Background: an optimization exercise with open tools, aiming at small area. Do not read the settings as production practice. Function was checked by simulation only, so behaviour that the tests miss may differ from the original.

==> flow/design.v (outline; a module is shown in full before it is edited, if it fits) <==
// module therm_to_bin: 30 lines
// module epu: 66 lines
// module lf: 1884 lines
// module fa_cell: 4 lines
// module ha_cell: 4 lines
// module dsdac_mod: 48 lines
// module filter: 41 lines
module filter #(
    parameter ERR_SIZE = 8,
    parameter N_SIZE = 8,
    parameter TDC_SIZE = 255,
    parameter K_INT_SIZE = 8,
    parameter K_FRAC_SIZE = 8,
    parameter ACCUMULATOR_SIZE = 24,
    parameter LF_OUT_SIZE = 16,
    parameter FILTER_OUT_SIZE = 5,
    parameter DOUT_SIZE = 32
)(
    input logic clk_ref,
    input logic n_rst,
    input logic enable,
    input logic [1 : 0] freq_lock_range,
    input logic [N_SIZE - 1: 0] n,
    input logic [TDC_SIZE - 1:0] tdc_therm,
    input logic [7:0] freq,
    input signed [(K_INT_SIZE + K_FRAC_SIZE) - 1:0] kp,
    input signed [(K_INT_SIZE + K_FRAC_SIZE)- 1:0] ki,
    output logic [FILTER_OUT_SIZE - 1 : 0] filter_out,
    output logic [DOUT_SIZE - 1: 0] dout,
    output logic [DOUT_SIZE - 1: 0] dout_neg,
    output logic [LF_OUT_SIZE - 1 : 0] lf_out,
    output logic [ERR_SIZE - 1: 0] therm_to_bin_out,
    output logic freq_locked,
    output logic phase_locked
);
  // ...
==> flow/flow/run.sh <==
#!/bin/bash
# Layout flow: the standard ORFS layout, with each port buffered by the
# smallest buffer cell instead of the cell buffer_ports picks by default.
set -euo pipefail
bash standard.sh BUFFER_PORTS_ARGS="-buffer_cell sky130_fd_sc_hd__buf_1" finish > standard_make.log 2>&1
==> flow/standard.sh <==
#!/bin/bash
# synth_recipe.tcl (not shown) runs the flow's synth.tcl, then flattens the netlist and writes it again
# the make line also repeats each setting of config.mk as NAME=value (left out here)
make -C /OpenROAD-flow-scripts/flow DESIGN_CONFIG=/design/flow/config.mk WORK_HOME=/design/flow/orfs CLKGATE_MAP_FILE= SYNTH_SCRIPT=/design/flow/synth_recipe.tcl "${@:-finish}"
==> flow/config.mk <==
export PLATFORM = sky130hd
export DESIGN_NAME = filter
export DESIGN_NICKNAME = filter
export VERILOG_FILES = /design/flow/design.v
export SDC_FILE = /design/flow/constraint.sdc
export NUM_CORES = 4
export LEC_CHECK = 0
export CAP_MARGIN = 20
export CORE_MARGIN = 2
export CORE_UTILIZATION = 40
export SLEW_MARGIN = 20
export SYNTH_HIERARCHICAL = 1
export SYNTH_MINIMUM_KEEP_SIZE = 0
==> flow/constraint.sdc <==
create_clock -name core_clock -period 500.0 [get_ports {clk_ref}]
set_input_delay 100.0000 -clock core_clock [delete_from_list [all_inputs] [get_ports {clk_ref}]]
set_output_delay 100.0000 -clock core_clock [all_outputs]
set_load 0.01 [all_outputs]
==> flow_summary_export.csv, run 1 <==
group,metric,value,unit
status,status,"finished clean",
timing,holdWs,0.486,ns
yosys,yosysWarningCount,19,
cts,cts_htree_levels,3,
yosys,synth_area_leader_cell,"fa_1",
yosys,synth_top_family_by_area,"adder cells",
critical_path,crit_buf_inv,2,
global_routing,grt_overflow_total,0,
critical_path,ff2ff_path_depth,64,
layout,largest_reg_flops,24,
critical_path,critPathLaunch,"enable",
yosys,synth_cells,1725,
layout,largestClassByArea,"multi-input combinational cells",
global_routing,grt_pass1_vias,15800,
yosys,synthMuxAreaShare,0.0154,
routing,met2WireLength,29100,µm
layout,layout_commonest_cell,"buf_1",
flow_run,max_cap_violations,0,
layout,finish.net_count,2813,
routing,drt_iter0_drc,862,
layout,regArea,2130,µm²
floorplanning,die_w,211,µm
yosys,synth.avg_cell_area,9.96,µm²
cts,clock_path_buffers,2,
min_path,min_from,"dsdac_mod0.accum[0]",
yosys,synth_top_area_share,0.430,
layout,design_area,19600,µm²
==> inputs of run 2 (changes only) <==
==> flow/run.sh (new file) <==
#!/bin/bash
# synth_recipe.tcl (not shown) runs the flow's synth.tcl, then flattens the netlist and writes it again
# the make line also repeats each setting of config.mk as NAME=value (left out here)
make -C /OpenROAD-flow-scripts/flow DESIGN_CONFIG=/design/flow/config.mk WORK_HOME=/design/flow/orfs CLKGATE_MAP_FILE= SYNTH_SCRIPT=/design/flow/synth_recipe.tcl finish
removed: flow/flow/run.sh
removed: flow/standard.sh
==> flow_summary_export.csv, run 2 <==
group,metric,value,unit
cts,ctsHoldBuffers,0,
routing,drt_iter0_drc,854,
timing,finalSetupViolCount,0,
critical_path,path_cells,"clkdlybuf4s50_1, buf_4, and2_1, ha_1, fa_1, fa_1, fa_1, fa_1, fa_1, fa_1, fa_1, fa_1, fa_1, fa_1, o21a_1, ha_1, ha_1, ha_1, ha_1, ha_1, and2_1, clkdlybuf4s50_1",
cts,clock_path_buffers,2,
yosys,synthTopCellsByCount,"and2_1, fa_1, nand2_1, dfrtp_1, inv_1",
routing,ant_nets,0,
yosys,synthesis.area,17200,µm²
cts,cts_tree,"done",
critical_path,crit_top_cell,"fa_1",
cts,path_clk_slew,0.08,ns
timing,period_share,0.413,
cts,cts_resized,0,
routing,wl_per_cell,22.1,µm
global_routing,antenna_found_initial,6,
cts,cts_sinks,85,
layout,layout_commonest_cell,"clkdlybuf4s50_1",
cts,root_buffer,"clkbuf_16",
routing,vias,14400,
timing,drv_slew,0,
timing,tns,0,ns
layout,syn_to_final_growth,28.8,%
global_routing,grt_max_degree,73,
layout,postLayoutCoreUtil,0.525,
yosys,synth_cells,1725,
timing,rsz0062_at_grt,"no",
layout,largest_reg_flops,24,
routing,routed_wl,58400,µm
layout,reg.largest.list,"lf0.accumulator: 24 flops, lf0.lf_out: 16 flops, dsdac_mod0.accum: 11 flops",
layout,drive_gt1_frac,0.0551,
timing,holdWs,0.502,ns
floorplanning,fp-row-count,75,
critical_path,crit_buf_inv,3,
floorplanning,initial_utilization,0.408,
floorplanning,die_area,44600,µm²
placement,hpwl,48400,µm
critical_path,ff2ff_path_depth,64,
critical_path,cp_data_arrival_time,106.75,ns
global_routing,grt_usage,0.271,
yosys,yosysWarningCount,19,
critical_path,reg2reg_slack,472.40,ns
critical_path,crit_cells,22,
critical_path,cp_slowest_cell,"clkdlybuf4s50_1",
critical_path,path_class,"in -> out",
routing,firstDrtPassIters,5,
yosys,post-synth-top-count-cell,"and2_1",
floorplanning,die_h,211,µm
timing,maxSlewHeadroom,0.333,
status,status,"finished clean",
yosys,synth_top_area_share,0.430,
yosys,synthTopCellsByArea,"fa_1, and2_1, dfrtp_1",
critical_path,worstSetupStartpointType,"input pin",
floorplanning,die_w,211,µm
yosys,async_flop_share,1.00,
timing,hold_viol,0,
timing,fmax,4.84,MHz
placement,portBuffers,402,
routing,remaining_drc_errors,0,
timing,worst_pin_slew,1.00,ns
floorplanning,core,42100,µm²
min_path,min_to,"dsdac_mod0.accum[0]",
global_routing,grt_overflow_total,0,
critical_path,critPathTopFamily,"adder cells",
cts,postCtsSetupBuffers,0,
yosys,ys_seq_area_frac,0.124,
routing,vias_per_cell,5.45,
critical_path,end_kind,"output pin",
layout,finish.net_count,2813,
floorplanning,io-pin-count,403,
timing,period_minus_slack,206.75,ns
layout,multi_input_area,14500,µm²
yosys,synth_area_leader_cell,"fa_1",
critical_path,path_max_fanout,41,
yosys,synth-main-ff-cell,"dfrtp_1",
yosys,synth_edf_count,0,
cts,cts_htree_levels,3,
layout,regArea,2130,µm²
yosys,synth.avg_cell_area,9.96,µm²
critical_path,reg2reg_to,"lf0.lf_out[15]",
global_routing,grt_pass1_vias,16100,
global_routing,grt_pass1_wl,91700,µm
layout,regMostFlops,"lf0.accumulator",
critical_path,rr_startpoint,"epu0.epu_out[2]",
min_path,hold_path_depth,1,
yosys,synth_seq_cells,85,
min_path,min_from,"dsdac_mod0.accum[0]",
cts,clkLatencyLatePin,0.36,ns
cts,cts_made_buffers,9,
layout,mostFrequentLayoutCells,"clkdlybuf4s50_1, and2_1, fa_1",
critical_path,required,400.00,ns
timing,skew,0.0138,ns
placement,gp_congestion,0.954,
layout,nFillCells,3870,
yosys,ys_types,82,
flow_run,max_cap_violations,0,
min_path,hold_path_class,"reg -> reg",
critical_path,max_stage_delay,0.53,ns
## run 2: cell counts after synthesis
No cell type changed its count.
## run 2: cell type report
cell class	count	share of cell area
clock buffers	9	0.0102
clock inverters	7	0.00390
inverters	78	0.0132
repair buffers	427	0.190
multi-input cells	1498	0.655
flip-flops and latches	85	0.0964
diodes	4	0.000453
well taps	539	0.0305
## run 2: cell families (layout without fill, tap and decap cells)
family                   count (synthesis)  after routing  synth area share
multiplexers                            24             24            0.0154
AO/OA/AOI/OAI                          229            229            0.0857
flip-flops                              85             85             0.124
AND/OR/NAND/NOR                        804            804             0.266
buffers and inverters                  144            521            0.0332
other                                    1              7          0.000218
XOR/XNOR                                31             31            0.0179
adder cells (fa/ha/maj)                407            407             0.458
## run 2: worst max path at each step
stage               startpoint       endpoint  slack, ns
finish                  enable  filter_out[4]     293.25
global route            enable  filter_out[4]     292.94
CTS                     enable  filter_out[4]     293.21
detailed placement      enable  filter_out[4]     293.20
global placement        enable  filter_out[4]     293.22
floorplan               enable  filter_out[4]     294.71
## run 2: per-module statistics from Yosys (local to each module, per instance), excerpt
module     cells inside  cell area [µm²]  times used  flip-flops and latches
ha_cell               1             12.5          28                       0
fa_cell               1             20.0         369                       0
lf                  576             4350           1                      40
epu                 122             1340           1                      29
dsdac_mod           133              992           1                      16
## run 2: metal layers
metal | part of all wire | routed length (µm) | track usage | vias to the layer above
met2 | 0.51 | 29700 | 0.486 | 549
met5 | 0.00044 | 26 | 0 | -
met3 | 0.065 | 3800 | 0.0497 | 117
met1 | 0.39 | 22800 | 0.325 | 7301
li1 | - | - | - | 6456
met4 | 0.037 | 2130 | 0.0993 | 4
## run 2: metrics by stage
stage	setup slack (ns)	instances	cell area, µm²
3_5_place_dp	293.20	2627	21800
3_3_place_gp	293.22	2627	21800
4_1_cts	293.21	2643	22100
6_report	293.25	2647	22100
5_1_grt	292.94	2647	22100
2_1_floorplan	294.71	1727	17200
## run 2: worst reg2reg max path: cells and delay by family, from the launching register on
family                     cells  cell delay, ns
DFF                            1            0.84
and+or+nand+nor                6            1.12
xor gates and xnor gates       5            1.21
adders and majority gates     52           24.17
AOI/OAI and AO/OA              1            0.17

what the ideal ports hide:
Ports are ideal in the flow. The routed layouts listed here were re-timed in OpenROAD.
Step 1 sets driving cells, clkbuf_16 on the clock port and buf_2 on the other inputs (assumed; they add their load-dependent delay and slew).
Step 2 also shifts input and output timing later by t, the mid clock arrival at the registers, as if the neighbouring blocks saw the same clock.
Slacks: ideal / step 1 / step 2; pairs: ideal / step 1.
run	t, ns	setup slack, ns	cell pins on the clock port's net
run 1	0.410	293.645 / 293.621 / 293.621	1
run 2	0.402	293.254 / 293.230 / 293.230	1
After both steps every run listed still meets setup and hold.
